What follows belongs to an exercise in optimizing a design on an open flow for a short achievable clock period and few clock cycles; a production flow would make more cautious choices.
Only simulation tests tie the RTL to the original design; equivalence was not proved.
Power figures rest on the tool's default switching activity, not on a simulated workload.

===== constraint.sdc =====
create_clock -name core_clock -period 13.5 [get_ports {clk}]
set_input_delay 2.7000 -clock core_clock [delete_from_list [all_inputs] [get_ports {clk}]]
set_output_delay 2.7000 -clock core_clock [all_outputs]
set_load 0.01 [all_outputs]

===== config.mk =====
export PLATFORM = sky130hd
export DESIGN_NAME = CPU_pipelined_module
export DESIGN_NICKNAME = CPU_pipelined_module
export VERILOG_FILES = /design/flow/design.v
export SDC_FILE = /design/flow/constraint.sdc
export NUM_CORES = 4
export LEC_CHECK = 0
export ABC_CLOCK_PERIOD_IN_PS = 3500
export CAP_MARGIN = 20
export CORE_MARGIN = 2
export CORE_UTILIZATION = 40
export CTS_CLUSTER_DIAMETER = 100
export CTS_CLUSTER_SIZE = 20
export SETUP_SLACK_MARGIN = 5
export SLEW_MARGIN = 20

===== standard.sh =====
#!/bin/bash
# synth_recipe.tcl (not shown) runs the flow's synth.tcl, then flattens the netlist and writes it again
# the make line also repeats each setting of config.mk as NAME=value (left out here)
make -C /OpenROAD-flow-scripts/flow DESIGN_CONFIG=/design/flow/config.mk WORK_HOME=/design/flow/orfs CLKGATE_MAP_FILE= SYNTH_SCRIPT=/design/flow/synth_recipe.tcl "${@:-finish}"

===== flow/run.sh =====
#!/bin/bash
set -euo pipefail
bash standard.sh SETUP_SLACK_MARGIN=9.8 finish > flow_make.log 2>&1

===== design.v =====
module alu_module (
    input [31:0] in_A, in_B,
    input [7:0] alu_sel,
    input variant_sel,
    output [31:0] alu_out
);
    wire [31:0] sum = variant_sel ? in_A - in_B : in_A + in_B;
    wire lt  = $signed(in_A) < $signed(in_B);
    wire ltu = in_A < in_B;
    wire [31:0] shl = in_A << in_B[4:0];
    wire [31:0] shr = $signed({variant_sel & in_A[31], in_A}) >>> in_B[4:0];
    assign alu_out = ({32{alu_sel[3'b000]}} & sum) |
                     ({32{alu_sel[3'b001]}}     & shl) |
                     {31'd0, alu_sel[3'b010]  & lt} |
                     {31'd0, alu_sel[3'b011] & ltu} |
                     ({32{alu_sel[3'b100]}}     & (in_A ^ in_B)) |
                     ({32{alu_sel[3'b110]}}      & (in_A | in_B)) |
                     ({32{alu_sel[3'b111]}}     & (in_A & in_B)) |
                     ({32{alu_sel[3'b101]}} & shr);
endmodule
module branch_comp(
    input [31:0] rs1,
    input [31:0] rs2,
    input [2:0] branch_sel,
    output reg branch_taken
);
    wire eq  = rs1 == rs2;
    wire lt  = $signed(rs1) < $signed(rs2);
    wire ltu = rs1 < rs2;
    always @(*) begin
        case (branch_sel)
            3'b000:  branch_taken = eq;
            3'b001:  branch_taken = !eq;
            3'b100:  branch_taken = lt;
            3'b101:  branch_taken = !lt;
            3'b110: branch_taken = ltu;
            3'b111: branch_taken = !ltu;
            default:   branch_taken = 1'b0;
        endcase
    end
endmodule
module instruction_decoder(
    input [31:0] inst,
    output [4:0] rs1,
    output [4:0] rs2,
    output [4:0] rd,
    output uses_rs1,
    output uses_rs2,
    output reg_write,      
    output is_load,
    output is_store,
    output is_branch,
    output is_jal,
    output is_jalr,
    output a_pc,           
    output a_zero,         
    output b_imm,          
    output [2:0] alu_f3,
    output alu_alt,
    output [2:0] f3,
    output [31:0] alu_imm,
    output [31:0] tgt_imm  
);
    wire [4:0] op = inst[6:2];
    wire lui    = op == 5'b01101;
    wire auipc  = op == 5'b00101;
    wire jal    = op == 5'b11011;
    wire jalr   = op == 5'b11001;
    wire branch = op == 5'b11000;
    wire load   = op == 5'b00000;
    wire store  = op == 5'b01000;
    wire opimm  = op == 5'b00100;
    wire opreg  = op == 5'b01100;
    assign rs1 = inst[19:15];
    assign rs2 = inst[24:20];
    assign rd  = inst[11:7];
    assign f3  = inst[14:12];
    assign uses_rs1  = jalr | branch | load | store | opimm | opreg;
    assign uses_rs2  = branch | store | opreg;
    assign reg_write = lui | auipc | jal | jalr | load | opimm | opreg;
    assign is_load   = load;
    assign is_store  = store;
    assign is_branch = branch;
    assign is_jal    = jal;
    assign is_jalr   = jalr;
    assign a_pc      = auipc | jal | jalr;
    assign a_zero    = lui;
    assign b_imm     = !opreg;
    assign alu_f3    = (opimm | opreg) ? inst[14:12] : 3'b000;
    assign alu_alt   = inst[30] & (opreg | (opimm & inst[14:12] == 3'b101));
    wire [31:0] imm_i = {{21{inst[31]}}, inst[30:20]};
    wire [31:0] imm_s = {{21{inst[31]}}, inst[30:25], inst[11:7]};
    wire [31:0] imm_u = {inst[31:12], 12'd0};
    wire [31:0] imm_b = {{20{inst[31]}}, inst[7], inst[30:25], inst[11:8], 1'b0};
    wire [31:0] imm_j = {{12{inst[31]}}, inst[19:12], inst[20], inst[30:21], 1'b0};
    assign alu_imm = (lui | auipc) ? imm_u : store ? imm_s : (jal | jalr) ? 32'd4 : imm_i;
    assign tgt_imm = jal ? imm_j : jalr ? imm_i : imm_b;
endmodule
module reg_file (
    input clk,
    input we,
    input [4:0] ra1, ra2, wa,
    input [31:0] wd,
    output [31:0] rd1, rd2
);
    reg [31:0] registers [31:1];
    assign rd1 = ra1 == 5'd0 ? 32'h00000000 : registers[ra1];
    assign rd2 = ra2 == 5'd0 ? 32'h00000000 : registers[ra2];
    always @(posedge clk) begin
        if (we && wa != 5'd0)
            registers[wa] <= wd;
    end
endmodule
module mem_r_decoder(
    input [2:0] fnc,
    input [1:0] byte_offset,
    input [31:0] raw_data,
    output [31:0] data_out
);
    wire [15:0] half = byte_offset[1] ? raw_data[31:16] : raw_data[15:0];
    wire [7:0]  bsel = byte_offset[0] ? half[15:8] : half[7:0];
    wire sgn_b = !fnc[2] & bsel[7];
    wire sgn_h = !fnc[2] & half[15];
    assign data_out = fnc[1] ? raw_data :
                      fnc[0] ? {{16{sgn_h}}, half} :
                               {{24{sgn_b}}, bsel};
endmodule
module mem_wr_decoder(
    input [2:0] fnc,
    input [1:0] addr,
    input [31:0] wr_data,
    output reg [31:0] wr_dout,
    output reg [3:0] wr_mask
);
    always @(*) begin
        case (fnc[1:0])
        2'b00: begin
            wr_dout = {4{wr_data[7:0]}};
            wr_mask = 4'b0001 << addr;
        end
        2'b01: begin
            wr_dout = {2{wr_data[15:0]}};
            wr_mask = addr[1] ? 4'b1100 : 4'b0011;
        end
        default: begin
            wr_dout = wr_data;
            wr_mask = 4'b1111;
        end
        endcase
    end
endmodule
module hazard_control (
    input [4:0] rs1, rs2,
    input uses_rs1, uses_rs2,
    input is_store,            
    input [31:0] rf_rs1, rf_rs2,
    input a_pc, a_zero, b_imm,
    input [31:0] pc, imm,
    input ex_we, ex_ld,
    input [4:0] ex_rd,
    input [31:0] ex_val,
    input m1_we, m1_ld,
    input [4:0] m1_rd,
    input [31:0] m1_val,
    input m2_we, m2_ld,
    input [4:0] m2_rd,
    input [31:0] m2_val,
    input [31:0] m2_ld_val,
    input w_we,
    input [4:0] w_rd,
    input [31:0] w_val,
    output [31:0] rs1_val, rs2_val,    
    output [31:0] a_val, b_val,        
    output st_from_ld,         
    output stall
);
    wire e1 = ex_we && rs1 == ex_rd;
    wire e2 = ex_we && rs2 == ex_rd;
    wire a1 = m1_we && rs1 == m1_rd;
    wire a2 = m1_we && rs2 == m1_rd;
    wire b1 = m2_we && rs1 == m2_rd;
    wire b2 = m2_we && rs2 == m2_rd;
    wire c1 = w_we && rs1 == w_rd;
    wire c2 = w_we && rs2 == w_rd;
    wire l1 = b1 && m2_ld && !e1 && !a1;
    wire l2 = b2 && m2_ld && !e2 && !a2;
    wire [31:0] r1 = a1 ? m1_val : b1 ? m2_val : c1 ? w_val : rf_rs1;
    wire [31:0] r2 = a2 ? m1_val : b2 ? m2_val : c2 ? w_val : rf_rs2;
    function [31:0] pick3;
        input s_ex, s_ld;
        input [31:0] v_ex, v_ld, v_other;
        pick3 = ({32{s_ex}} & v_ex) | ({32{s_ld}} & v_ld) | ({32{!s_ex && !s_ld}} & v_other);
    endfunction
    assign rs1_val = pick3(e1, l1, ex_val, m2_ld_val, r1);
    assign rs2_val = pick3(e2, l2, ex_val, m2_ld_val, r2);
    wire a_reg = !a_pc && !a_zero;
    wire [31:0] a_early = a_pc ? pc : a_zero ? 32'd0 : r1;
    wire [31:0] b_early = b_imm ? imm : r2;
    assign a_val = pick3(a_reg && e1, a_reg && l1, ex_val, m2_ld_val, a_early);
    assign b_val = pick3(!b_imm && e2, !b_imm && l2, ex_val, m2_ld_val, b_early);
    assign st_from_ld = is_store && !e2 && a2 && m1_ld;
    assign stall = (uses_rs1 && ((e1 && ex_ld) || (a1 && m1_ld))) ||
                   (uses_rs2 && ((e2 && ex_ld) || (a2 && m1_ld && !is_store)));
endmodule
module if_module #(
    parameter ENTRIES = 4     
)(
    input clk,
    input rst,
    input hold,                  
    input redirect,              
    input [31:0] redirect_pc,
    input d_redirect,            
    input [31:0] d_redirect_pc,
    input btb_we,                
    input [31:0] btb_wpc,
    input [31:0] btb_wtgt,
    output [31:0] pc,            
    output [31:0] pc_int,        
    output pred_taken,           
    output [31:0] pred_tgt       
);
    reg [31:0] curr_pc;
    reg [31:0] pc_n;
    wire [31:0] pc_i = ~pc_n;
    assign pc = curr_pc;
    assign pc_int = pc_i;
    reg [ENTRIES-1:0] valid;
    reg [29:0] tag [0:ENTRIES-1];
    reg [29:0] tgt [0:ENTRIES-1];
    reg [1:0] victim;
    reg hit;
    reg [29:0] hit_tgt;
    integer i;
    always @(*) begin
        hit = 1'b0;
        hit_tgt = 30'd0;
        for (i = 0; i < ENTRIES; i = i + 1) begin
            if (valid[i] && tag[i] == pc_i[31:2]) begin
                hit = 1'b1;
                hit_tgt = hit_tgt | tgt[i];
            end
        end
    end
    assign pred_taken = hit;
    assign pred_tgt = {hit_tgt, 2'b00};
    reg [31:0] next_pc;
    always @(*) begin
        if (rst)
            next_pc = 32'h40000000;
        else if (redirect)
            next_pc = redirect_pc;
        else if (hold)
            next_pc = pc_i;
        else if (d_redirect)
            next_pc = d_redirect_pc;
        else
            next_pc = hit ? {hit_tgt, 2'b00} : pc_i + 32'd4;
    end
    always @(posedge clk) begin
        curr_pc <= next_pc;
        pc_n <= ~next_pc;
    end
    reg        w_en;
    reg [29:0] w_tag, w_tgt;
    always @(posedge clk) begin
        if (rst)
            w_en <= 1'b0;
        else
            w_en <= btb_we;
        if (btb_we) begin
            w_tag <= btb_wpc[31:2];
            w_tgt <= btb_wtgt[31:2];
        end
    end
    always @(posedge clk) begin
        if (rst) begin
            valid <= 0;
            victim <= 0;
        end else if (w_en) begin
            valid[victim] <= 1'b1;
            victim <= victim + 1'b1;
        end
    end
    always @(posedge clk) begin
        if (w_en) begin
            tag[victim] <= w_tag;
            tgt[victim] <= w_tgt;
        end
    end
endmodule
module dex_module(
    input [31:0] pc,
    input [31:0] pc4,
    input [31:0] rs1_val,
    input [31:0] rs2_val,
    input [31:0] alu_imm,
    input [31:0] tgt_imm,
    input [31:0] tgt,           
    input [31:0] alu_a, alu_b,   
    input [7:0] alu_sel,        
    input alu_alt,
    input [2:0] f3,
    input is_branch, is_jal, is_jalr,
    input btb_hit,              
    input [31:0] btb_tgt,
    input d_jump,               
    output [31:0] result,       
    output [31:0] addr,         
    output mispredict,          
    output [31:0] next_pc,      
    output learn                
);
    wire [31:0] alu_out;
    alu_module alu (
        .in_A(alu_a),
        .in_B(alu_b),
        .alu_sel(alu_sel),
        .variant_sel(alu_alt),
        .alu_out(alu_out)
    );
    assign result = alu_out;    
    assign addr = rs1_val + alu_imm;
    wire cond;
    branch_comp bc (
        .rs1(rs1_val),
        .rs2(rs2_val),
        .branch_sel(f3),
        .branch_taken(cond)
    );
    wire [31:0] jalr_sum = rs1_val + tgt_imm;
    wire btb_ok = tgt[31:2] == btb_tgt[31:2];
    wire pred_ok = btb_hit ? btb_ok : d_jump;
    wire pred_taken = btb_hit || d_jump;
    assign mispredict = is_jalr ? 1'b1 :
                        is_jal ? !pred_ok :
                        is_branch ? (cond ? !pred_ok : pred_taken) :
                        pred_taken;
    assign next_pc = is_jalr ? {jalr_sum[31:1], 1'b0} :
                     (is_jal || (is_branch && cond)) ? tgt : pc4;
    assign learn = is_branch && cond && !(btb_hit && btb_ok);
endmodule
module ma_module(
    input clk,
    input rst,
    input st_en,
    input [2:0] f3,
    input [31:0] addr,
    input [31:0] st_data,
    input [31:0] pc,
    output reg [31:0] mem_addr,
    output reg mem_wr_en,
    output reg [3:0] mem_wr_mask,
    output reg [31:0] mem_wr_data,
    output reg [31:0] mem_pc,
    input [2:0] ld_f3,
    input [1:0] ld_off,
    input [31:0] mem_rd_data,
    output [31:0] ld_data
);
    wire [31:0] wr_dout;
    wire [3:0] wr_mask;
    mem_wr_decoder wr_fmt (
        .fnc(f3),
        .addr(addr[1:0]),
        .wr_data(st_data),
        .wr_dout(wr_dout),
        .wr_mask(wr_mask)
    );
    always @(posedge clk) begin
        if (rst)
            mem_wr_en <= 1'b0;
        else
            mem_wr_en <= st_en;
        mem_addr <= {addr[31:2], 2'b00};
        mem_wr_mask <= wr_mask;
        mem_wr_data <= wr_dout;
        mem_pc <= pc;
    end
    mem_r_decoder rd_fmt (
        .fnc(ld_f3),
        .byte_offset(ld_off),
        .raw_data(mem_rd_data),
        .data_out(ld_data)
    );
endmodule
module CPU_pipelined_module (
    input clk,
    input rst,
    output [31:0] pc,
    input [31:0] imem_data,
    output [31:0] data_pc,
    output data_wr_en,
    output [31:0] data_addr,
    output [3:0] data_wr_mask,
    output [31:0] data_wr_data,
    input [31:0] data_rd_data
);
    wire stall;          
    wire redirect;       
    wire [31:0] redirect_pc;
    wire d_redirect;     
    wire [31:0] d_tgt;
    wire learn;
    wire pred_taken;
    wire [31:0] pred_tgt;
    reg [31:0] e_pc;
    wire [31:0] f1_pc;   
    if_module ifetch (
        .clk(clk),
        .rst(rst),
        .hold(stall),
        .redirect(redirect),
        .redirect_pc(redirect_pc),
        .d_redirect(d_redirect),
        .d_redirect_pc(d_tgt),
        .btb_we(learn),
        .btb_wpc(e_pc),
        .btb_wtgt(redirect_pc),
        .pc(pc),
        .pc_int(f1_pc),
        .pred_taken(pred_taken),
        .pred_tgt(pred_tgt)
    );
    reg        f2_valid;
    reg [31:0] f2_pc;
    reg        f2_pred;
    reg [31:0] f2_ptgt;
    reg        stall_q;
    reg        s_valid;
    reg [31:0] s_ir, s_pc, s_ptgt, s_toff;
    reg        s_pred, s_isjump;
    reg        d_valid;
    reg [31:0] d_ir, d_pc, d_ptgt;
    reg        d_pred;
    reg [31:0] d_toff;       
    reg        d_isjump;     
    wire [4:0] rs1, rs2, rd;
    wire uses_rs1, uses_rs2, reg_write, is_load, is_store, is_branch, is_jal, is_jalr;
    wire a_pc, a_zero, b_imm, alu_alt;
    wire [2:0] alu_f3, f3;
    wire [31:0] alu_imm, tgt_imm;
    instruction_decoder dec (
        .inst(d_ir),
        .rs1(rs1), .rs2(rs2), .rd(rd),
        .uses_rs1(uses_rs1), .uses_rs2(uses_rs2),
        .reg_write(reg_write),
        .is_load(is_load), .is_store(is_store), .is_branch(is_branch),
        .is_jal(is_jal), .is_jalr(is_jalr),
        .a_pc(a_pc), .a_zero(a_zero), .b_imm(b_imm),
        .alu_f3(alu_f3), .alu_alt(alu_alt), .f3(f3),
        .alu_imm(alu_imm), .tgt_imm(tgt_imm)
    );
    reg        m2_we, m2_ld;
    reg [4:0]  m2_rd;
    reg [31:0] m2_res;
    reg [2:0]  m2_f3;
    reg [1:0]  m2_off;
    wire [31:0] ld_data;
    wire [31:0] wb_val = m2_ld ? ld_data : m2_res;
    reg        w_we;
    reg [4:0]  w_rd;
    reg [31:0] w_val;
    wire [31:0] rf_rs1, rf_rs2;
    reg_file rf (
        .clk(clk),
        .we(w_we),
        .ra1(rs1), .ra2(rs2), .wa(w_rd),
        .wd(w_val),
        .rd1(rf_rs1), .rd2(rf_rs2)
    );
    reg        e_valid;
    reg [31:0] e_pc4, e_rs1v, e_rs2v, e_aimm, e_timm, e_tgt, e_ptgt;
    reg [4:0]  e_rd;
    reg        e_we, e_ld, e_st, e_br, e_jal, e_jalr, e_alt;
    reg [31:0] e_a, e_b;
    reg        e_btbhit, e_djump;
    reg [2:0]  e_f3;
    reg [7:0]  e_alusel;     
    wire [31:0] ex_result;
    reg        m1_we, m1_ld;
    reg [4:0]  m1_rd;
    reg [31:0] m1_res;
    reg [2:0]  m1_f3;
    reg [1:0]  m1_off;
    wire [31:0] rs1_val, rs2_val, a_val, b_val;
    wire haz;
    wire st_from_ld;
    reg  e_stld;         
    hazard_control haz_ctrl (
        .rs1(rs1), .rs2(rs2),
        .uses_rs1(uses_rs1), .uses_rs2(uses_rs2),
        .is_store(is_store),
        .rf_rs1(rf_rs1), .rf_rs2(rf_rs2),
        .ex_we(e_we), .ex_ld(e_ld), .ex_rd(e_rd), .ex_val(ex_result),
        .m1_we(m1_we), .m1_ld(m1_ld), .m1_rd(m1_rd), .m1_val(m1_res),
        .m2_we(m2_we), .m2_ld(m2_ld), .m2_rd(m2_rd), .m2_val(m2_res), .m2_ld_val(ld_data),
        .w_we(w_we), .w_rd(w_rd), .w_val(w_val),
        .a_pc(a_pc), .a_zero(a_zero), .b_imm(b_imm),
        .pc(d_pc), .imm(alu_imm),
        .rs1_val(rs1_val), .rs2_val(rs2_val),
        .a_val(a_val), .b_val(b_val),
        .st_from_ld(st_from_ld),
        .stall(haz)
    );
    assign stall = d_valid && haz;
    wire go = d_valid && !stall && !redirect;    
    wire d_jump = !d_pred && d_isjump;
    assign d_tgt = d_pc + d_toff;
    assign d_redirect = go && d_jump;
    wire [31:0] fi = imem_data;
    wire [31:0] f2_toff = fi[3] ? {{12{fi[31]}}, fi[19:12], fi[20], fi[30:21], 1'b0}
                                : {{20{fi[31]}}, fi[7], fi[30:25], fi[11:8], 1'b0};
    wire f2_isjump = fi[6:0] == 7'b1101111 || (fi[6:0] == 7'b1100011 && fi[31]);
    always @(posedge clk) begin
        f2_pc <= f1_pc;
        f2_pred <= pred_taken;
        f2_ptgt <= pred_tgt;
        if (rst) begin
            f2_valid <= 1'b0;
            stall_q <= 1'b0;
            s_valid <= 1'b0;
            d_valid <= 1'b0;
        end else if (redirect) begin
            f2_valid <= 1'b0;
            stall_q <= 1'b0;
            d_valid <= 1'b0;
        end else if (stall) begin
            f2_valid <= 1'b1;
            stall_q <= 1'b1;
            if (!stall_q)
                s_valid <= f2_valid;
        end else begin
            f2_valid <= !d_redirect;
            stall_q <= 1'b0;
            d_valid <= !d_redirect && (stall_q ? s_valid : f2_valid);
        end
        if (!stall_q) begin
            s_ir <= imem_data;
            s_pc <= f2_pc;
            s_pred <= f2_pred;
            s_ptgt <= f2_ptgt;
            s_toff <= f2_toff;
            s_isjump <= f2_isjump;
        end
        if (!stall) begin
            d_ir <= stall_q ? s_ir : imem_data;
            d_pc <= stall_q ? s_pc : f2_pc;
            d_pred <= stall_q ? s_pred : f2_pred;
            d_ptgt <= stall_q ? s_ptgt : f2_ptgt;
            d_toff <= stall_q ? s_toff : f2_toff;
            d_isjump <= stall_q ? s_isjump : f2_isjump;
        end
    end
    always @(posedge clk) begin
        if (rst) begin
            e_valid <= 1'b0;
            e_we <= 1'b0;
            e_ld <= 1'b0;
            e_st <= 1'b0;
            e_br <= 1'b0;
            e_jal <= 1'b0;
            e_jalr <= 1'b0;
            e_btbhit <= 1'b0;
            e_djump <= 1'b0;
        end else begin
            e_valid <= go;
            e_we <= go && reg_write && rd != 5'd0;
            e_ld <= go && is_load;
            e_st <= go && is_store;
            e_br <= go && is_branch;
            e_jal <= go && is_jal;
            e_jalr <= go && is_jalr;
            e_btbhit <= go && d_pred;
            e_djump <= go && d_jump;
        end
        e_pc <= d_pc;
        e_pc4 <= d_pc + 32'd4;
        e_rs1v <= rs1_val;
        e_rs2v <= rs2_val;
        e_aimm <= alu_imm;
        e_timm <= tgt_imm;
        e_tgt <= d_tgt;
        e_ptgt <= d_ptgt;
        e_rd <= rd;
        e_a <= a_val;
        e_b <= b_val;
        e_alusel <= 8'd1 << alu_f3;
        e_alt <= alu_alt;
        e_f3 <= f3;
        e_stld <= st_from_ld;
    end
    wire [31:0] ex_addr;
    wire mispredict;
    dex_module dex (
        .pc(e_pc), .pc4(e_pc4),
        .rs1_val(e_rs1v), .rs2_val(e_rs2v),
        .alu_imm(e_aimm), .tgt_imm(e_timm), .tgt(e_tgt),
        .alu_a(e_a), .alu_b(e_b),
        .alu_sel(e_alusel), .alu_alt(e_alt), .f3(e_f3),
        .is_branch(e_br), .is_jal(e_jal), .is_jalr(e_jalr),
        .btb_hit(e_btbhit), .btb_tgt(e_ptgt), .d_jump(e_djump),
        .result(ex_result),
        .addr(ex_addr),
        .mispredict(mispredict),
        .next_pc(redirect_pc),
        .learn(learn)
    );
    assign redirect = e_valid && mispredict;
    ma_module ma (
        .clk(clk),
        .rst(rst),
        .st_en(e_st),
        .f3(e_f3),
        .addr(ex_addr),
        .st_data(e_stld ? ld_data : e_rs2v),
        .pc(e_pc),
        .mem_addr(data_addr),
        .mem_wr_en(data_wr_en),
        .mem_wr_mask(data_wr_mask),
        .mem_wr_data(data_wr_data),
        .mem_pc(data_pc),
        .ld_f3(m2_f3),
        .ld_off(m2_off),
        .mem_rd_data(data_rd_data),
        .ld_data(ld_data)
    );
    always @(posedge clk) begin
        if (rst) begin
            m1_we <= 1'b0;
            m1_ld <= 1'b0;
            m2_we <= 1'b0;
            m2_ld <= 1'b0;
            w_we <= 1'b0;
        end else begin
            m1_we <= e_we;
            m1_ld <= e_ld;
            m2_we <= m1_we;
            m2_ld <= m1_ld;
            w_we <= m2_we;
        end
        m1_rd <= e_rd;
        m1_res <= ex_result;
        m1_f3 <= e_f3;
        m1_off <= ex_addr[1:0];
        m2_rd <= m1_rd;
        m2_res <= m1_res;
        m2_f3 <= m1_f3;
        m2_off <= m1_off;
        w_rd <= m2_rd;
        w_val <= wb_val;
    end
endmodule

==> results by group, run 1 <==
Status
  • Status: no timing/DRC/antenna violations

Finish
  • Fraction of layout instances using a drive strength above 1: between 20% and 30%
  • Layout-stage area growth over the synthesis result: 16.7%
  • Post-route cell area: approximately 0.12 mm²
  • Layout net count: 8074

Placement
  • Total cell area at the placement stage: roughly 0.11 mm²
  • Count of port buffers added during placement: 196
  • DP HPWL: about 250000 µm
  • Weighted congestion reported at the end of routability-driven placement: 0.981

Floorplanning
  • Initial Util: about two fifths
  • I/O pin total: a little under 200
  • Floorplan die width: 511 µm
  • Total die area: around 0.26 mm²
  • Floorplan die height: 511 µm
  • Core footprint: approximately 0.26 mm²
  • Cell row count: ~190

Route
  • Average wire per standard cell: around 35 µm
  • Number of nets still failing antenna checks after routing: 0
  • Number of iterations in the first detailed-routing pass: 11
  • Drt via density: between 6 and 7
  • Final WL: 388000 µm
  • Iteration-0 DRC Markers: around 10000
  • DRC violation count after routing: 0
  • Via count: 71600

Critical path
  • Worst Path Max Fanout: 1
  • CP top delay family: flip-flops
  • Crit path cell chain: buf_6
  • CP Buf/Inv Count: 1
  • Required time at the endpoint of the critical path: 10800 ps
  • Classification of the worst setup path: reg2out
  • Kind of launch point of the worst setup path: flip-flop
  • Slowest cell on the critical path: sky130_fd_sc_hd__dfxtp_4
  • Max stage delay on crit path: about 400 ps
  • Data arrival, critical path: ~1400 ps
  • Critical Path Sink Type: output port

GRT
  • Sum of overflow across all layers after global routing: 0
  • Via count of the first global-routing pass: ~67000
  • Wire length of the first global-routing pass: roughly 530000 µm
  • Number of antenna violations at the first check in global routing: 28
  • Pin count of the biggest net entering global routing: between 70 and 80
  • Global-route usage over all layers: between 20% and 30%

CTS
  • Maximum level of the CTS H-tree: 4
  • Deepest clock path buffer count: 3
  • Cell chosen for the clock root: sky130_fd_sc_hd__clkbuf_16
  • Clk sink count: ~2200
  • TritonCTS clock tree: done
  • Latest clock arrival within the worst-skew pair: just under 900 ps
  • Number of buffers added by the clock tree synthesis step: 133
  • Clock transition at the registers of the reported paths: 90 ps

Synth
  • Total standard cell area after synthesis: between 0.1 and 0.15 mm²
  • Number of synthesized flops with an enable pin: approximately 1400
  • Average cell area after synthesis: about 14 µm²
  • Total number of yosys warnings: 7
  • Flops & latches, synth: approximately 2200
  • Cell count after synthesis: 7449
  • Predominant post-synthesis flop cell: sky130_fd_sc_hd__edfxtp_1
  • Async S/R FF share, synth: 0%
  • Number of distinct library cell variants in the gate-level netlist after synthesis: 100
  • Share of the yosys chip area belonging to registers: between 50% and 60%

Pwr
  • LEAKAGE: around 42 nW
  • Part of the power in registers: between 50% and 60%
  • Switching Fraction: 29.7%
  • Combinational fraction of design power: around 18%
  • Worst VDD drop: about 150 µV
  • Clock power share: roughly 27%
  • Pwr dens: 131 mW/mm²
  • Total net switching power: ~0.0047 W
  • Internal power: between 0.01 and 0.015 W

STA
  • Layout Skew: roughly 61 ps
  • Final Hold Fails: 0
  • Max transition margin: 14.1%
  • Setup repair after global routing missed its margin: true
  • Post-route setup TNS: 0 ps
  • Worst-margin pin slew: 1290 ps
  • Fmax: about 240 MHz
  • Max Transition Viols Final: 0
  • Crit share post-route: a little under a third
  • Shortest clock period the worst path allows after layout: roughly 4000 ps
  • Final setup violating endpoints: 0

Worst hold path
  • Min-Delay Path Class: reg2reg

Run
  • Count of max-cap constraint violations: 0
-- kinds of logic (layout without fill, tap and decap cells) --
group	Yosys count	count (layout)	synth area share, %
AO/OA/AOI/OAI	1429	1429	9.50
XOR/XNOR	343	343	2.92
adder cells (fa/ha/maj)	236	236	2.91
buffers and inverters	750	1135	2.92
flip-flops	2249	2249	57.6
multiplexers	984	984	17.4
other	1	15	0.00365
AND/OR/NAND/NOR	1457	1467	6.72
-- cell type report --
class,instances,area [µm²]
Fill cell,22100,136000
Clock buffer,186,3570
Sequential cell,2249,59700
Timing Repair Buffer,662,7010
Multi-Input combinational cell,4461,44100
Antenna cell,13,32.5
Clock inverter,22,390
Inverter,265,1010
Tap cell,3384,4230
-- registers in the layout, indices dropped and copies added (netlist names), 32 cells and up, named ones only --
register,flops
e_rs2v,32
s_pc,32
d_pc,32
e_b,32
e_tgt,32
e_rs1v,32
e_pc4,32
m1_res,32
ifetch.tgt,120
s_toff,32
ifetch.curr_pc,32
f2_pc,32
ma.mem_wr_data,32
ifetch.tag,120
rf.registers,992
w_val,32
e_a,32
e_aimm,32
d_toff,32
ifetch.pc_n,32
m2_res,32
ma.mem_pc,32
-- through the flow --
stage / hold slack [ps] / setup slack [ps] / util (%) / cells / total power (W)
2_1_floorplan: 310 / 9180 / - / 7450 / 0.00980
3_3_place_gp: 312 / 7550 / 42.5 / 10700 / 0.0110
3_5_place_dp: 317 / 7540 / 42.5 / 10700 / 0.0110
4_1_cts: 334 / 9390 / 45.8 / 11100 / 0.0155
5_1_grt: 338 / 9390 / 46.8 / 11200 / 0.0161
6_report: 329 / 9410 / 46.8 / 11200 / 0.0157
-- cells in the final DEF (no fill, tap or decap), types with 40 or more instances in the layout --
cell                              netlist  final
sky130_fd_sc_hd__mux4_2               627    627
sky130_fd_sc_hd__o21ai_0              223    141
sky130_fd_sc_hd__o21ai_1                3     40
sky130_fd_sc_hd__mux2_2               191    173
sky130_fd_sc_hd__a221oi_1              83     63
sky130_fd_sc_hd__nor3_1               106     96
sky130_fd_sc_hd__a21o_1                89     88
sky130_fd_sc_hd__clkbuf_16              0    141
sky130_fd_sc_hd__o22ai_1               72     64
sky130_fd_sc_hd__buf_6                  3    163
sky130_fd_sc_hd__ha_1                 231    202
sky130_fd_sc_hd__edfxtp_1            1418   1418
sky130_fd_sc_hd__clkdlybuf4s50_1        0     46
sky130_fd_sc_hd__nand4_1               82     82
sky130_fd_sc_hd__a211oi_1              92     72
sky130_fd_sc_hd__nand2_1              406    387
sky130_fd_sc_hd__dfxtp_4                0     82
sky130_fd_sc_hd__a21oi_1              354    287
sky130_fd_sc_hd__dfxtp_1              831    601
sky130_fd_sc_hd__xor2_1               206    183
sky130_fd_sc_hd__clkbuf_1             312     50
sky130_fd_sc_hd__a22oi_1               71     65
sky130_fd_sc_hd__buf_4                  3    314
sky130_fd_sc_hd__xnor2_1              137    130
sky130_fd_sc_hd__inv_1                261    251
sky130_fd_sc_hd__mux2i_1              166    149
sky130_fd_sc_hd__dfxtp_2                0    148
sky130_fd_sc_hd__nor2_1               451    413
sky130_fd_sc_hd__nand3_1              105     99
-- layer usage --
layer / GRT usage [%] / part of all wire, % / vias to the layer above
li1: - / - / 29500
met5: 0 / 0.027 / -
met1: 39.2 / 40 / 36800
met3: 5.58 / 9.6 / 964
met4: 15.7 / 6.6 / 14
met2: 42.9 / 44 / 4306
-- power by group through the flow --
stage / sequential (W) / clock (W) / combinational [W]
6_report: 0.00862 / 0.00430 / 0.00276
5_1_grt: 0.00866 / 0.00458 / 0.00288
4_1_cts: 0.00859 / 0.00436 / 0.00253
3_5_place_dp: 0.00875 / 0 / 0.00225
3_3_place_gp: 0.00873 / 0 / 0.00225
2_1_floorplan: 0.00843 / 0 / 0.00137
-- synthesized netlist by cell type (137+ instances only) --
cell type,instances,share of area (%)
sky130_fd_sc_hd__a21oi_1,354,1.7
sky130_fd_sc_hd__clkbuf_1,312,1.1
sky130_fd_sc_hd__dfxtp_1,831,16
sky130_fd_sc_hd__edfxtp_1,1418,41
sky130_fd_sc_hd__ha_1,231,2.8
sky130_fd_sc_hd__inv_1,261,0.95
sky130_fd_sc_hd__mux2_2,191,2.1
sky130_fd_sc_hd__mux2i_1,166,1.6
sky130_fd_sc_hd__mux4_2,627,14
sky130_fd_sc_hd__nand2_1,406,1.5
sky130_fd_sc_hd__nor2_1,451,1.6
sky130_fd_sc_hd__o21ai_0,223,1.1
sky130_fd_sc_hd__xnor2_1,137,1.2
sky130_fd_sc_hd__xor2_1,206,1.8
-- path summary, 6_finish.rpt --
kind	startpoint	to	slack (ps)	depth (start not counted)
worst max-delay path	ifetch.curr_pc[29]	pc[29]	9410	1
worst min-delay path	m1_off[0]	m2_off[0]	330	0
worst max register to register	flip-flop	e_a[28]	9630	9
worst min register to register	m1_off[0]	m2_off[0]	330	0
-- repair_timing --
item	in CTS	in global routing
pin swaps	102	118
hold endpoints to repair	0	0
hold buffers	0	0
gates cloned	29	8
buffers inserted	170	100
gates resized for setup	1331	372
setup endpoints to repair	593	362
Testbench counts, summed over its fixed seeds: cycles 126,349.
==> inputs of run 2 (changes only) <==
--- a/config.mk
+++ b/config.mk
@@ -13,2 +13,3 @@
 export CTS_CLUSTER_SIZE = 20
+export PLACE_DENSITY = 0.75
 export SETUP_SLACK_MARGIN = 5
==> results by group, run 2 <==
Synth
  • Largest cells by area after synthesis: sky130_fd_sc_hd__edfxtp_1 (41%), sky130_fd_sc_hd__dfxtp_1 (16%), sky130_fd_sc_hd__mux4_2 (14%), sky130_fd_sc_hd__ha_1 (2.8%), sky130_fd_sc_hd__mux2_2 (2.1%)
  • Number of distinct library cell variants in the gate-level netlist after synthesis: 100
  • Async S/R FF share, synth: 0%
  • Share of the yosys chip area belonging to registers: a little under three fifths
  • Flops & latches, synth: between 2000 and 2500
  • Total standard cell area after synthesis: between 0.1 and 0.15 mm²
  • Area fraction of the dominant cell type after synthesis: between 40% and 50%
  • Post-synth top area cell: sky130_fd_sc_hd__edfxtp_1
  • Cell count after synthesis: ~7400
  • Total number of yosys warnings: 7
  • Most frequent cells after synthesis: sky130_fd_sc_hd__edfxtp_1 (1418), sky130_fd_sc_hd__dfxtp_1 (831), sky130_fd_sc_hd__mux4_2 (627), sky130_fd_sc_hd__nor2_1 (451), sky130_fd_sc_hd__nand2_1 (406)
  • Number of synthesized flops with an enable pin: 1418
  • Predominant post-synthesis flop cell: sky130_fd_sc_hd__edfxtp_1
  • Most numerous cell in the Yosys netlist: sky130_fd_sc_hd__edfxtp_1
  • Average cell area after synthesis: 13.8 µm²

Placement
  • Weighted congestion reported at the end of routability-driven placement: roughly 1.1
  • Count of port buffers added during placement: between 150 and 200
  • DP HPWL: about 240000 µm

Route
  • Iteration-0 DRC Markers: around 11000
  • Via count: 73100
  • Number of nets still failing antenna checks after routing: 0
  • Number of iterations in the first detailed-routing pass: 9
  • DRC violation count after routing: 0
  • Final WL: 381000 µm
  • Drt via density: around 6.5
  • Average wire per standard cell: 33.8 µm

STA
  • Crit share post-route: about 30%
  • Final setup violating endpoints: 0
  • Worst-margin pin slew: 1230 ps
  • Layout Skew: around 52 ps
  • Worst hold margin: around 330 ps
  • Max transition margin: between 10% and 20%
  • Shortest clock period the worst path allows after layout: roughly 4100 ps
  • Post-route setup TNS: 0 ps
  • Fmax: 246 MHz
  • Max Transition Viols Final: 0
  • Setup repair after global routing missed its margin: true
  • Final Hold Fails: 0

Critical path
  • Kind of launch point of the worst setup path: flip-flop
  • Max stage delay on crit path: 410 ps
  • FF-to-FF setup slack: ~9700 ps
  • R2r worst-path depth: 14
  • End of the critical path: pc[28]
  • Worst Path Max Fanout: 1
  • Crit path cell chain: buf_6
  • Required time at the endpoint of the critical path: roughly 11000 ps
  • Slowest cell on the critical path: sky130_fd_sc_hd__dfxtp_4
  • End of the worst register-to-register path: e_a[28]
  • Classification of the worst setup path: reg2out
  • Data arrival, critical path: ~1400 ps
  • Critical Path Sink Type: output port
  • Launching instance or port of the critical path: ifetch.curr_pc[28]
  • CP Buf/Inv Count: 1
  • CP top delay family: flip-flops
  • Stages on worst setup path: 1

Finish
  • Fraction of layout instances using a drive strength above 1: 29.4%
  • Number of flip-flops under the largest register name: 992
  • # fillers: about 22000
  • Layout net count: between 8000 and 9000
  • Final design utilization: ~47%
  • Register with the most flip-flops: rf.registers
  • Top Registers: rf.registers (992), ifetch.tag (120), ifetch.tgt (120)
  • Most used cells in the layout excluding fill and tap cells: sky130_fd_sc_hd__edfxtp_1 (1418), sky130_fd_sc_hd__mux4_2 (627), sky130_fd_sc_hd__dfxtp_1 (590)
  • Most common library cell in the layout ignoring fill and taps: sky130_fd_sc_hd__edfxtp_1
  • Layout-stage area growth over the synthesis result: 16.7%

Status
  • Status: no timing/DRC/antenna violations

CTS
  • TritonCTS clock tree: done
  • Cell chosen for the clock root: sky130_fd_sc_hd__clkbuf_16
  • Maximum level of the CTS H-tree: 4
  • Number of buffers added by the clock tree synthesis step: between 100 and 150
  • Latest clock arrival within the worst-skew pair: about 850 ps
  • Clock transition at the registers of the reported paths: about 100 ps
  • Deepest clock path buffer count: 3
  • Clk sink count: ~2200

Pwr
  • Pwr dens: between 100 and 150 mW/mm²
  • Clock power share: 27.2%
  • Post-layout power: between 0.015 and 0.02 W
  • Total net switching power: between 0.004 and 0.005 W
  • Part of the power in registers: 54.7%
  • LEAKAGE: about 43 nW
  • Combinational fraction of design power: a little under a fifth
  • Internal power: 0.0111 W
  • Switching Fraction: 29.6%
  • Worst VDD drop: ~130 µV

GRT
  • Wire length of the first global-routing pass: about 530000 µm
  • Global-route usage over all layers: roughly 28%
  • Number of antenna violations at the first check in global routing: 23
  • Via count of the first global-routing pass: just over 70000
  • Pin count of the biggest net entering global routing: 78
  • Sum of overflow across all layers after global routing: 0

Floorplanning
  • Initial Util: 40.1%
  • Core footprint: around 0.26 mm²
  • I/O pin total: 199
  • Total die area: roughly 0.26 mm²
  • Floorplan die width: around 510 µm
  • Cell row count: ~190
  • Floorplan die height: 511 µm

Worst hold path
  • Min-Delay Path Class: reg2reg

Run
  • Count of max-cap constraint violations: 0
==> run 2: cell counts after synthesis <==
No cell type changed its count.
==> run 2: what timing repair did <==
item | CTS | global route
pin swaps | 103 | 122
setup endpoints to repair | 596 | 402
cloned | 37 | 9
buffers inserted | 178 | 105
gates resized for setup | 1314 | 368
hold buffers | 0 | 0
hold endpoints to repair | 0 | 0
==> run 2: worst min path at each step <==
stage	endpoint	startpoint	slack [ps]	cells past startpoint
2_1_floorplan	m2_f3[0]	m1_f3[0]	310	0
3_3_place_gp	m2_off[0]	m1_off[0]	310	0
3_5_place_dp	m2_f3[1]	m1_f3[1]	310	0
4_1_cts	e_ptgt[15]	d_ptgt[15]	320	0
5_1_grt	ma.mem_pc[25]	e_pc[25]	340	0
6_report	e_ptgt[15]	d_ptgt[15]	330	0
==> run 2: layout make-up <==
class                           count  area [µm²]  share of cell area, %
Tap cell                         3384        4230                   3.53
Antenna cell                       13        32.5                 0.0271
Clock inverter                     17         305                  0.254
Timing Repair inverter              1        7.51                0.00625
Multi-Input combinational cell   4463       44000                   36.7
Clock buffer                      198        3650                   3.04
Sequential cell                  2249       59700                   49.7
Timing Repair Buffer              662        7080                   5.90
Inverter                          265        1020                  0.846
==> run 2: through the flow <==
stage	setup slack, ps	cells	cell area (µm²)
3_5_place_dp	7970	10700	109000
6_report	9430	11300	120000
5_1_grt	9400	11200	120000
3_3_place_gp	8010	10700	109000
2_1_floorplan	9180	7450	103000
4_1_cts	9390	11100	117000
==> run 2: per-layer routing <==
layer	wire [µm]	GRT usage, %
met3	44900	6.45
met1	136000	35.6
met5	68	0
met4	27500	16.6
met2	172000	43.3
==> run 2: cells by family (layout without fill, tap and decap cells) <==
logic type	Yosys count	in the layout	synth area share, %
compound gates	1429	1430	9.50
xor+xnor	343	343	2.92
fa+ha+maj	236	236	2.91
buf+inv	750	1143	2.92
flops	2249	2249	57.6
mux	984	984	17.4
other cells	1	15	0.00365
simple gates	1457	1468	6.72
==> run 2: power groups by stage <==
| stage | Clock (W) | Sequential (W) | Combinational [W] |
|---|---|---|---|
| 6_report | 0.00427 | 0.00860 | 0.00285 |
| 5_1_grt | 0.00450 | 0.00864 | 0.00295 |
| 4_1_cts | 0.00429 | 0.00857 | 0.00258 |
| 3_5_place_dp | 0 | 0.00871 | 0.00228 |
| 3_3_place_gp | 0 | 0.00868 | 0.00225 |
| 2_1_floorplan | 0 | 0.00843 | 0.00137 |
==> inputs of run 3 (changes only) <==
--- a/design.v
+++ b/design.v
@@ -154,3 +154,2 @@
     input uses_rs1, uses_rs2,
-    input is_store,            
     input [31:0] rf_rs1, rf_rs2,
@@ -173,3 +172,2 @@
     output [31:0] a_val, b_val,        
-    output st_from_ld,         
     output stall
@@ -200,5 +198,4 @@
     assign b_val = pick3(!b_imm && e2, !b_imm && l2, ex_val, m2_ld_val, b_early);
-    assign st_from_ld = is_store && !e2 && a2 && m1_ld;
     assign stall = (uses_rs1 && ((e1 && ex_ld) || (a1 && m1_ld))) ||
-                   (uses_rs2 && ((e2 && ex_ld) || (a2 && m1_ld && !is_store)));
+                   (uses_rs2 && ((e2 && ex_ld) || (a2 && m1_ld)));
 endmodule
@@ -487,4 +484,2 @@
     wire haz;
-    wire st_from_ld;
-    reg  e_stld;         
     hazard_control haz_ctrl (
@@ -492,3 +487,2 @@
         .uses_rs1(uses_rs1), .uses_rs2(uses_rs2),
-        .is_store(is_store),
         .rf_rs1(rf_rs1), .rf_rs2(rf_rs2),
@@ -502,3 +496,2 @@
         .a_val(a_val), .b_val(b_val),
-        .st_from_ld(st_from_ld),
         .stall(haz)
@@ -590,3 +583,2 @@
         e_f3 <= f3;
-        e_stld <= st_from_ld;
     end
@@ -615,3 +607,3 @@
         .addr(ex_addr),
-        .st_data(e_stld ? ld_data : e_rs2v),
+        .st_data(e_rs2v),
         .pc(e_pc),
--- a/config.mk
+++ b/config.mk
@@ -13,3 +13,2 @@
 export CTS_CLUSTER_SIZE = 20
-export PLACE_DENSITY = 0.75
 export SETUP_SLACK_MARGIN = 5
==> results by group, run 3 <==
Critical path
  • End of the worst register-to-register path: e_a[31]
  • Data arrival, critical path: ~1400 ps
  • Worst Path Max Fanout: 1
  • Crit path cell chain: buf_6
  • FF-to-FF setup slack: 9630 ps
  • Max stage delay on crit path: 410 ps
  • Required time at the endpoint of the critical path: approximately 11000 ps
  • Critical Path Sink Type: output port
  • CP top delay family: flip-flops
  • Startpoint of the most critical register-to-register path: e_b[0]
  • Classification of the worst setup path: reg2out
  • CP Buf/Inv Count: 1
  • Kind of launch point of the worst setup path: flip-flop
  • Stages on worst setup path: 1
  • R2r worst-path depth: 13
  • Slowest cell on the critical path: sky130_fd_sc_hd__dfxtp_4

STA
  • Fmax: ~250 MHz
  • Post-route setup TNS: 0 ps
  • Final setup violating endpoints: 0
  • Layout Skew: 68.2 ps
  • Max Transition Viols Final: 0
  • Worst-margin pin slew: 1080 ps
  • Shortest clock period the worst path allows after layout: about 4000 ps
  • Crit share post-route: between 30 and 40%
  • Final Hold Fails: 0
  • Setup repair after global routing missed its margin: true
  • Post-layout worst setup margin: approximately 9400 ps
  • Max transition margin: between 20 and 30%

Synth
  • Number of distinct library cell variants in the gate-level netlist after synthesis: between 90 and 100
  • Number of synthesized flops with an enable pin: 1418
  • Largest cells by area after synthesis: sky130_fd_sc_hd__edfxtp_1 (42%), sky130_fd_sc_hd__dfxtp_1 (16%), sky130_fd_sc_hd__mux4_2 (14%), sky130_fd_sc_hd__ha_1 (2.8%), sky130_fd_sc_hd__a21oi_1 (2.2%)
  • Area fraction of the dominant cell type after synthesis: 41.7%
  • Total standard cell area after synthesis: 0.102 mm²
  • Post-synth top area cell: sky130_fd_sc_hd__edfxtp_1
  • Async S/R FF share, synth: 0%
  • Flops & latches, synth: ~2200
  • Share of the yosys chip area belonging to registers: between 50% and 60%
  • Average cell area after synthesis: ~14 µm²
  • Predominant post-synthesis flop cell: sky130_fd_sc_hd__edfxtp_1
  • Total number of yosys warnings: 7
  • Most frequent cells after synthesis: sky130_fd_sc_hd__edfxtp_1 (1418), sky130_fd_sc_hd__dfxtp_1 (830), sky130_fd_sc_hd__mux4_2 (613), sky130_fd_sc_hd__nor2_1 (535), sky130_fd_sc_hd__nand2_1 (485)
  • Most numerous cell in the Yosys netlist: sky130_fd_sc_hd__edfxtp_1
  • Cell count after synthesis: around 7500

Finish
  • Most used cells in the layout excluding fill and tap cells: sky130_fd_sc_hd__edfxtp_1 (1418), sky130_fd_sc_hd__mux4_2 (613), sky130_fd_sc_hd__dfxtp_1 (611)
  • Layout-stage area growth over the synthesis result: 15.8%
  • Number of flip-flops under the largest register name: 992
  • Most common library cell in the layout ignoring fill and taps: sky130_fd_sc_hd__edfxtp_1
  • Layout net count: between 8000 and 9000
  • Top Registers: rf.registers (992), ifetch.tag (120), ifetch.tgt (120)
  • Cell Count, Final, Fillers Out: ~11000
  • Fraction of layout instances using a drive strength above 1: ~28%
  • Register with the most flip-flops: rf.registers

Route
  • Average wire per standard cell: between 30 and 40 µm
  • Iteration-0 DRC Markers: roughly 9600
  • Final WL: between 300000 and 400000 µm
  • Number of iterations in the first detailed-routing pass: 6
  • Drt via density: about 6.2
  • Via count: 69500
  • DRC violation count after routing: 0
  • Number of nets still failing antenna checks after routing: 0

Floorplanning
  • Floorplan die width: slightly above 500 µm
  • Core footprint: 0.254 mm²
  • Total die area: around 0.26 mm²
  • Cell row count: about 190
  • Initial Util: about 40%
  • Floorplan die height: 509 µm
  • I/O pin total: between 150 and 200

GRT
  • Sum of overflow across all layers after global routing: 0
  • Via count of the first global-routing pass: 65800
  • Number of antenna violations at the first check in global routing: 25
  • Pin count of the biggest net entering global routing: between 80 and 90
  • Wire length of the first global-routing pass: a little over 500000 µm
  • Global-route usage over all layers: a little over a quarter

Pwr
  • Worst VDD drop: 134 µV
  • Part of the power in registers: between 50% and 60%
  • Clock power share: between 20% and 30%
  • Switching Fraction: 29.6%
  • Total net switching power: 0.00462 W
  • Combinational fraction of design power: 17.7%
  • Pwr dens: 132 mW/mm²
  • Internal power: ~0.011 W
  • LEAKAGE: 42.1 nW

Placement
  • Placed cell count: ~11000
  • Weighted congestion reported at the end of routability-driven placement: 1.00
  • DP HPWL: about 240000 µm
  • Worst-case setup slack after placement: around 8000 ps
  • Count of port buffers added during placement: roughly 200

Worst hold path
  • Startpoint of the tightest hold check path: d_ptgt[24]
  • Worst hold path stage count: 0
  • Worst min-delay path endpoint: e_ptgt[24]
  • Min-Delay Path Class: reg2reg

CTS
  • Maximum level of the CTS H-tree: 4
  • Cell chosen for the clock root: sky130_fd_sc_hd__clkbuf_16
  • Latest clock arrival within the worst-skew pair: 850 ps
  • Clk sink count: 2248
  • Total of hold buffers inserted after clock tree synthesis: 0
  • Number of buffers added by the clock tree synthesis step: around 130
  • Deepest clock path buffer count: 3
  • TritonCTS clock tree: done
  • Clock transition at the registers of the reported paths: ~90 ps

Status
  • Status: no timing/DRC/antenna violations

Run
  • Count of max-cap constraint violations: 0
run 3: changes by cell type after synthesis, sizes merged, moves of 55 or more:
| cell | change |
|---|---|
| o21ai | +106 |
| a21oi | +98 |
| nor2 | +81 |
| nand2 | +78 |
| o22ai | -59 |
| a221oi | -55 |
run 3: final cells by class:
cell class                 instances  area [µm²]
fill                           22200      136000
sequential                      2248       59600
multi-input combinational       4521       43000
timing repair buffer             603        6370
tap                             3366        4210
clock buffer                     183        3570
inverter                         228         891
clock inverter                    24         395
antenna                           11        27.5
run 3: kinds of logic (layout without fill, tap and decap cells):
kind of cell,Yosys count,count (layout),share of synthesized area (%)
muxes,986,986,17.4
adders and majority gates,236,236,2.93
buffers and inverters,705,1038,2.89
other,1,13,0.00368
DFF,2248,2248,58.0
AOI/OAI and AO/OA,1446,1446,9.10
xor gates and xnor gates,351,351,3.01
and+or+nand+nor,1498,1500,6.63
run 3: repair_timing:
action	4_1_cts	5_1_grt
setup endpoints to repair	565	293
pin swaps	87	135
gates cloned	21	11
gates resized for setup	1228	331
buffers inserted	130	90
run 3: routing by layer:
layer | part of all wire [%] | vias to the layer above | track usage (%)
met5 | 0.020 | - | 0
met2 | 45 | 3843 | 41.8
met4 | 5.5 | 10 | 12.5
met1 | 41 | 35800 | 38.4
li1 | - | 29100 | -
met3 | 9.1 | 714 | 4.54
run 3: through the flow:
step | total power (W) | area [µm²] | utilization, % | hold WS [ps]
finish | 0.0156 | 118000 | 46.5 | 320
global route | 0.0161 | 118000 | 46.5 | 335
CTS | 0.0154 | 116000 | 45.6 | 332
detailed placement | 0.0110 | 108000 | 42.5 | 318
global placement | 0.0109 | 108000 | 42.5 | 319
floorplan | 0.00978 | 102000 | - | 310
run 3: worst max path at each step:
stage                             from      end  slack (ps)
finish              ifetch.curr_pc[31]   pc[31]        9420
global route        ifetch.curr_pc[31]   pc[31]        9400
CTS                 ifetch.curr_pc[31]   pc[31]        9390
detailed placement           flip-flop  e_a[12]        8030
global placement             flip-flop   e_a[7]        7490
floorplan             data_rd_data[15]  e_b[18]        9300
run 3: power by group through the flow:
stage / sequential, W / clock (W) / combinational [W]
after detailed placement: 0.00869 / 0 / 0.00226
after CTS: 0.00852 / 0.00435 / 0.00253
after floorplan: 0.00845 / 0 / 0.00133
after global routing: 0.00859 / 0.00459 / 0.00289
after global placement: 0.00867 / 0 / 0.00224
final: 0.00855 / 0.00430 / 0.00275
Testbench counts of run 3, summed over its fixed seeds: cycles 127,278.
==> inputs of run 4 (changes only) <==
--- a/design.v
+++ b/design.v
@@ -209,5 +209,4 @@
     input [31:0] redirect_pc,
-    input d_redirect,            
-    input [31:0] d_redirect_pc,
     input btb_we,                
+    input btb_clear,             
     input [31:0] btb_wpc,
@@ -225,3 +224,3 @@
     reg [ENTRIES-1:0] valid;
-    reg [29:0] tag [0:ENTRIES-1];
+    reg [19:0] tag [0:ENTRIES-1];
     reg [29:0] tgt [0:ENTRIES-1];
@@ -235,3 +234,3 @@
         for (i = 0; i < ENTRIES; i = i + 1) begin
-            if (valid[i] && tag[i] == pc_i[31:2]) begin
+            if (valid[i] && tag[i] == pc_i[21:2]) begin
                 hit = 1'b1;
@@ -243,15 +242,15 @@
     assign pred_tgt = {hit_tgt, 2'b00};
-    reg [31:0] next_pc;
+    reg [31:0] other_pc;
     always @(*) begin
         if (rst)
-            next_pc = 32'h40000000;
+            other_pc = 32'h40000000;
         else if (redirect)
-            next_pc = redirect_pc;
+            other_pc = redirect_pc;
         else if (hold)
-            next_pc = pc_i;
-        else if (d_redirect)
-            next_pc = d_redirect_pc;
+            other_pc = pc_i;
         else
-            next_pc = hit ? {hit_tgt, 2'b00} : pc_i + 32'd4;
+            other_pc = pc_i + 32'd4;
     end
+    wire use_btb = hit && !rst && !redirect && !hold;
+    wire [31:0] next_pc = use_btb ? {hit_tgt, 2'b00} : other_pc;
     always @(posedge clk) begin
@@ -261,3 +260,4 @@
     reg        w_en;
-    reg [29:0] w_tag, w_tgt;
+    reg [19:0] w_tag;
+    reg [29:0] w_tgt;
     always @(posedge clk) begin
@@ -268,3 +268,3 @@
         if (btb_we) begin
-            w_tag <= btb_wpc[31:2];
+            w_tag <= btb_wpc[21:2];
             w_tgt <= btb_wtgt[31:2];
@@ -273,3 +273,3 @@
     always @(posedge clk) begin
-        if (rst) begin
+        if (rst || btb_clear) begin
             valid <= 0;
@@ -295,3 +295,2 @@
     input [31:0] tgt_imm,
-    input [31:0] tgt,           
     input [31:0] alu_a, alu_b,   
@@ -303,3 +302,2 @@
     input [31:0] btb_tgt,
-    input d_jump,               
     output [31:0] result,       
@@ -308,2 +306,4 @@
     output [31:0] next_pc,      
+    output [31:0] tgt,          
+    output btb_wrong,           
     output learn                
@@ -327,13 +327,11 @@
     );
+    assign tgt = pc + tgt_imm;
     wire [31:0] jalr_sum = rs1_val + tgt_imm;
-    wire btb_ok = tgt[31:2] == btb_tgt[31:2];
-    wire pred_ok = btb_hit ? btb_ok : d_jump;
-    wire pred_taken = btb_hit || d_jump;
+    wire taken = is_jal || (is_branch && cond);
     assign mispredict = is_jalr ? 1'b1 :
-                        is_jal ? !pred_ok :
-                        is_branch ? (cond ? !pred_ok : pred_taken) :
-                        pred_taken;
+                        taken ? !btb_hit : btb_hit;
     assign next_pc = is_jalr ? {jalr_sum[31:1], 1'b0} :
-                     (is_jal || (is_branch && cond)) ? tgt : pc4;
-    assign learn = is_branch && cond && !(btb_hit && btb_ok);
+                     taken ? tgt : pc4;
+    assign btb_wrong = btb_hit && taken && tgt[31:2] != btb_tgt[31:2];
+    assign learn = is_branch && cond && !btb_hit;
 endmodule
@@ -398,5 +396,8 @@
     wire [31:0] redirect_pc;
-    wire d_redirect;     
-    wire [31:0] d_tgt;
+    wire ex_redirect;
+    wire [31:0] ex_next_pc;
     wire learn;
+    reg        m1_bad;       
+    reg [31:0] m1_tgt;       
+    wire btb_clear = m1_bad;
     wire pred_taken;
@@ -411,7 +412,6 @@
         .redirect_pc(redirect_pc),
-        .d_redirect(d_redirect),
-        .d_redirect_pc(d_tgt),
         .btb_we(learn),
+        .btb_clear(btb_clear),
         .btb_wpc(e_pc),
-        .btb_wtgt(redirect_pc),
+        .btb_wtgt(ex_next_pc),
         .pc(pc),
@@ -427,4 +427,4 @@
     reg        s_valid;
-    reg [31:0] s_ir, s_pc, s_ptgt, s_toff;
-    reg        s_pred, s_isjump;
+    reg [31:0] s_ir, s_pc, s_ptgt;
+    reg        s_pred;
     reg        d_valid;
@@ -432,4 +432,2 @@
     reg        d_pred;
-    reg [31:0] d_toff;       
-    reg        d_isjump;     
     wire [4:0] rs1, rs2, rd;
@@ -469,3 +467,3 @@
     reg        e_valid;
-    reg [31:0] e_pc4, e_rs1v, e_rs2v, e_aimm, e_timm, e_tgt, e_ptgt;
+    reg [31:0] e_pc4, e_rs1v, e_rs2v, e_aimm, e_timm, e_ptgt;
     reg [4:0]  e_rd;
@@ -473,3 +471,3 @@
     reg [31:0] e_a, e_b;
-    reg        e_btbhit, e_djump;
+    reg        e_btbhit;
     reg [2:0]  e_f3;
@@ -500,9 +498,2 @@
     wire go = d_valid && !stall && !redirect;    
-    wire d_jump = !d_pred && d_isjump;
-    assign d_tgt = d_pc + d_toff;
-    assign d_redirect = go && d_jump;
-    wire [31:0] fi = imem_data;
-    wire [31:0] f2_toff = fi[3] ? {{12{fi[31]}}, fi[19:12], fi[20], fi[30:21], 1'b0}
-                                : {{20{fi[31]}}, fi[7], fi[30:25], fi[11:8], 1'b0};
-    wire f2_isjump = fi[6:0] == 7'b1101111 || (fi[6:0] == 7'b1100011 && fi[31]);
     always @(posedge clk) begin
@@ -526,5 +517,5 @@
         end else begin
-            f2_valid <= !d_redirect;
+            f2_valid <= 1'b1;
             stall_q <= 1'b0;
-            d_valid <= !d_redirect && (stall_q ? s_valid : f2_valid);
+            d_valid <= stall_q ? s_valid : f2_valid;
         end
@@ -535,4 +526,2 @@
             s_ptgt <= f2_ptgt;
-            s_toff <= f2_toff;
-            s_isjump <= f2_isjump;
         end
@@ -543,4 +532,2 @@
             d_ptgt <= stall_q ? s_ptgt : f2_ptgt;
-            d_toff <= stall_q ? s_toff : f2_toff;
-            d_isjump <= stall_q ? s_isjump : f2_isjump;
         end
@@ -557,3 +544,2 @@
             e_btbhit <= 1'b0;
-            e_djump <= 1'b0;
         end else begin
@@ -567,3 +553,2 @@
             e_btbhit <= go && d_pred;
-            e_djump <= go && d_jump;
         end
@@ -575,3 +560,2 @@
         e_timm <= tgt_imm;
-        e_tgt <= d_tgt;
         e_ptgt <= d_ptgt;
@@ -585,3 +569,4 @@
     wire [31:0] ex_addr;
-    wire mispredict;
+    wire mispredict, btb_wrong, ex_learn;
+    wire [31:0] ex_tgt;
     dex_module dex (
@@ -589,3 +574,3 @@
         .rs1_val(e_rs1v), .rs2_val(e_rs2v),
-        .alu_imm(e_aimm), .tgt_imm(e_timm), .tgt(e_tgt),
+        .alu_imm(e_aimm), .tgt_imm(e_timm),
         .alu_a(e_a), .alu_b(e_b),
@@ -593,3 +578,3 @@
         .is_branch(e_br), .is_jal(e_jal), .is_jalr(e_jalr),
-        .btb_hit(e_btbhit), .btb_tgt(e_ptgt), .d_jump(e_djump),
+        .btb_hit(e_btbhit), .btb_tgt(e_ptgt),
         .result(ex_result),
@@ -597,6 +582,19 @@
         .mispredict(mispredict),
-        .next_pc(redirect_pc),
-        .learn(learn)
+        .next_pc(ex_next_pc),
+        .tgt(ex_tgt),
+        .btb_wrong(btb_wrong),
+        .learn(ex_learn)
     );
-    assign redirect = e_valid && mispredict;
+    wire ex_live = e_valid && !m1_bad;
+    assign ex_redirect = ex_live && mispredict;
+    assign redirect = m1_bad || ex_redirect;
+    assign redirect_pc = m1_bad ? m1_tgt : ex_next_pc;
+    assign learn = ex_live && ex_learn;
+    always @(posedge clk) begin
+        if (rst)
+            m1_bad <= 1'b0;
+        else
+            m1_bad <= ex_live && btb_wrong;
+        m1_tgt <= ex_tgt;
+    end
     ma_module ma (
@@ -604,3 +602,3 @@
         .rst(rst),
-        .st_en(e_st),
+        .st_en(e_st && !m1_bad),
         .f3(e_f3),
@@ -627,4 +625,4 @@
         end else begin
-            m1_we <= e_we;
-            m1_ld <= e_ld;
+            m1_we <= e_we && !m1_bad;
+            m1_ld <= e_ld && !m1_bad;
             m2_we <= m1_we;
==> results by group, run 4 <==
Status
  • Status: no timing/DRC/antenna violations

Finish
  • Layout-stage area growth over the synthesis result: 16.8%
  • Layout net count: slightly below 8000
  • # fillers: roughly 21000
  • Most used cells in the layout excluding fill and tap cells: sky130_fd_sc_hd__edfxtp_1 (1335), sky130_fd_sc_hd__mux4_2 (611), sky130_fd_sc_hd__dfxtp_1 (604)
  • Fraction of layout instances using a drive strength above 1: ~29%
  • Number of flip-flops under the largest register name: 992
  • Most common library cell in the layout ignoring fill and taps: sky130_fd_sc_hd__edfxtp_1
  • Top Registers: rf.registers (992), ifetch.tgt (120), ifetch.tag (80)
  • Register area: 0.0564 mm²
  • Final design utilization: ~47%
  • Register with the most flip-flops: rf.registers
  • Area taken by multi-input logic gates: 0.0435 mm²

Synth
  • Total standard cell area after synthesis: just under 0.1 mm²
  • Post-synth top area cell: sky130_fd_sc_hd__edfxtp_1
  • Number of synthesized flops with an enable pin: between 1000 and 1500
  • Most numerous cell in the Yosys netlist: sky130_fd_sc_hd__edfxtp_1
  • Async S/R FF share, synth: 0%
  • Average cell area after synthesis: 13.6 µm²
  • Predominant post-synthesis flop cell: sky130_fd_sc_hd__edfxtp_1
  • Flops & latches, synth: between 2000 and 2500
  • Share of the yosys chip area belonging to registers: a little under three fifths
  • Area fraction of the dominant cell type after synthesis: 40.7%
  • Largest cells by area after synthesis: sky130_fd_sc_hd__edfxtp_1 (41%), sky130_fd_sc_hd__dfxtp_1 (16%), sky130_fd_sc_hd__mux4_2 (14%), sky130_fd_sc_hd__ha_1 (2.9%), sky130_fd_sc_hd__mux2_2 (2.0%)
  • Cell count after synthesis: between 7000 and 8000
  • Number of distinct library cell variants in the gate-level netlist after synthesis: 102
  • Most frequent cells after synthesis: sky130_fd_sc_hd__edfxtp_1 (1335), sky130_fd_sc_hd__dfxtp_1 (797), sky130_fd_sc_hd__mux4_2 (611), sky130_fd_sc_hd__nor2_1 (509), sky130_fd_sc_hd__nand2_1 (414)
  • Total number of yosys warnings: 7

Run
  • Count of max-cap constraint violations: 0

STA
  • Final setup violating endpoints: 0
  • Fmax: around 240 MHz
  • Max Transition Viols Final: 0
  • Final Hold Fails: 0
  • Worst hold margin: ~330 ps
  • Crit share post-route: around 31%
  • Layout Skew: around 63 ps
  • Post-route setup TNS: 0 ps
  • Shortest clock period the worst path allows after layout: between 4000 and 5000 ps
  • Worst-margin pin slew: roughly 1100 ps
  • Max transition margin: 23.5%
  • Setup repair after global routing missed its margin: true

Critical path
  • Kind of launch point of the worst setup path: flip-flop
  • Critical Path Sink Type: flip-flop
  • Worst Path Max Fanout: 31
  • Classification of the worst setup path: reg2reg
  • Required time at the endpoint of the critical path: ~14000 ps
  • FF-to-FF setup slack: about 9300 ps
  • Data arrival, critical path: a little under 5000 ps

CTS
  • Cell chosen for the clock root: sky130_fd_sc_hd__clkbuf_16
  • Deepest clock path buffer count: 3
  • Maximum level of the CTS H-tree: 3
  • Total of hold buffers inserted after clock tree synthesis: 0
  • Number of buffers added by the clock tree synthesis step: ~120
  • Latest clock arrival within the worst-skew pair: about 850 ps
  • Clk sink count: roughly 2100
  • TritonCTS clock tree: done
  • Clock transition at the registers of the reported paths: ~90 ps

Pwr
  • Worst VDD drop: between 100 and 150 µV
  • LEAKAGE: between 40 and 50 nW
  • Pwr dens: about 130 mW/mm²

Floorplanning
  • Floorplan die height: 500 µm
  • I/O pin total: roughly 200
  • Initial Util: between 40 and 50%
  • Floorplan die width: roughly 500 µm
  • Cell row count: about 180
  • Core footprint: roughly 0.25 mm²
  • Total die area: 0.250 mm²

Placement
  • DP HPWL: approximately 220000 µm
  • Count of port buffers added during placement: between 150 and 200
  • Weighted congestion reported at the end of routability-driven placement: 0.951

Route
  • Average wire per standard cell: roughly 32 µm
  • Drt via density: approximately 6.2
  • Via count: approximately 67000
  • Final WL: ~350000 µm
  • DRC violation count after routing: 0
  • Number of nets still failing antenna checks after routing: 0
  • Iteration-0 DRC Markers: between 7000 and 8000
  • Number of iterations in the first detailed-routing pass: 6

GRT
  • Wire length of the first global-routing pass: around 480000 µm
  • Global-route usage over all layers: between 20% and 30%
  • Via count of the first global-routing pass: between 60000 and 70000
  • Sum of overflow across all layers after global routing: 0
  • Pin count of the biggest net entering global routing: ~70
  • Number of antenna violations at the first check in global routing: 19

Worst hold path
  • Min-Delay Path Class: reg2reg
==> run 4: changes by cell type in the layout (fill, tap and decap cells not counted), sizes merged, moves of 21 or more <==
cell,previous run,this run
nand2,486,415
edfxtp,1418,1335
nor2,537,511
a21oi,452,365
inv,235,256
o221ai,13,47
mux2i,213,188
xor2,197,118
o21ai,332,256
a222oi,0,28
dfxtp,830,797
a211oi,95,132
xnor2,154,199
==> run 4: per-stage QoR <==
stage	setup slack [ps]	total power [W]	cells	cell area (µm²)
floorplan	9210	0.00940	7234	99100
global placement	7150	0.0105	10300	104000
detailed placement	7190	0.0105	10300	104000
CTS	9270	0.0147	10700	113000
global route	9190	0.0153	10800	115000
finish	9320	0.0148	10800	115000
==> run 4: path summary, 6_finish.rpt <==
check,cells past startpoint,end,start
worst max-delay path,14,ifetch.curr_pc[4],ifetch.pc_n[12]
worst min-delay path,0,m2_f3[1],m1_f3[1]
worst max register to register,14,ifetch.curr_pc[4],ifetch.pc_n[12]
worst min register to register,0,m2_f3[1],m1_f3[1]
==> run 4: power breakdown <==
group          internal, W  switching [W]  total [W]  leakage [nW]
sequential         0.00757       0.000663    0.00823          18.8
clock              0.00168        0.00218    0.00386          1.65
combinational      0.00120        0.00155    0.00274          20.1
==> run 4: metal layers <==
metal | vias up | global-route usage (%) | part of all wire (%)
li1 | 28400 | - | -
met1 | 34600 | 35.8 | 40
met2 | 3191 | 43.6 | 47
met3 | 575 | 4.41 | 8.1
met4 | 8 | 11.6 | 5.1
met5 | - | 0 | 0.016
==> run 4: layout make-up <==
class / instances / area share [%]
Multi-Input combinational cell: 4365 / 37.8
Inverter: 254 / 0.857
Clock inverter: 14 / 0.191
Clock buffer: 175 / 2.81
Tap cell: 3220 / 3.50
Sequential cell: 2132 / 49.0
Antenna cell: 8 / 0.0174
Timing Repair Buffer: 610 / 5.85
==> run 4: what timing repair did <==
action / 4_1_cts / 5_1_grt
gates cloned: 33 / 3
endpoints found under the setup margin: 503 / 418
resized for setup: 1244 / 324
setup buffers: 188 / 69
pin swaps: 122 / 122
==> run 4: critical path, stage by stage (launching register included) <==
cell and delay, ps:
sky130_fd_sc_hd__dfxtp_1 810, sky130_fd_sc_hd__xor2_1 270, sky130_fd_sc_hd__nand2_1 70, sky130_fd_sc_hd__or3b_2 460
sky130_fd_sc_hd__nor4_2 310, sky130_fd_sc_hd__buf_4 500, sky130_fd_sc_hd__or4_1 450, sky130_fd_sc_hd__and3_4 320
sky130_fd_sc_hd__buf_12 130, sky130_fd_sc_hd__nor2_4 50, sky130_fd_sc_hd__buf_12 190, sky130_fd_sc_hd__buf_8 120
sky130_fd_sc_hd__o2111a_1 120, sky130_fd_sc_hd__a21oi_2 160, sky130_fd_sc_hd__inv_1 60
==> run 4: cells by family after synthesis <==
family	Yosys count	share of synthesized area (%)
and+or+nand+nor	1395	6.46
other	1	0.00380
buffers and inverters	742	2.99
xor gates and xnor gates	317	2.82
DFF	2132	56.9
muxes	975	17.9
adders and majority gates	238	3.06
AOI/OAI and AO/OA	1433	9.93
Testbench counts of run 4, summed over its fixed seeds: cycles 129,393.

## afterwards: timing with drivers on the ports
No port has a modelled driver above. Below, the same layouts with a new extraction and two added sets of constraints.
Step 1 sets driving cells, clkbuf_16 on the clock port and buf_2 on the other inputs (assumed; they add their load-dependent delay and slew).
Step 2, shift: input delay + t, output delay - t, t = (earliest + latest rising clock arrival at the registers) / 2. This alone moves slack from input paths to output paths.
Three values: ideal ports, drivers, drivers and shift; two values: the first two.
| run | t (ns) | setup slack, ns | hold slack, ns | worst setup path at the end | latest minus earliest clock arrival (ns) |
|---|---|---|---|---|---|
| run 1 | 0.933 | 9.408 / 9.312 / 8.748 | 0.329 / 0.329 / 0.329 | input to register | 0.068 / 0.068 |
| run 2 | 0.918 | 9.433 / 9.341 / 8.722 | 0.326 / 0.326 / 0.326 | input to register | 0.067 / 0.067 |
| run 3 | 0.913 | 9.422 / 9.329 / 8.743 | 0.320 / 0.320 / 0.320 | input to register | 0.069 / 0.068 |
| run 4 | 0.905 | 9.324 / 9.324 / 8.489 | 0.329 / 0.329 / 0.329 | input to register | 0.063 / 0.063 |
After both steps every run listed still meets setup and hold. For run 4, which loses most, drivers alone change the setup slack by 0.000 ns; drivers and shift together by -0.835 ns.
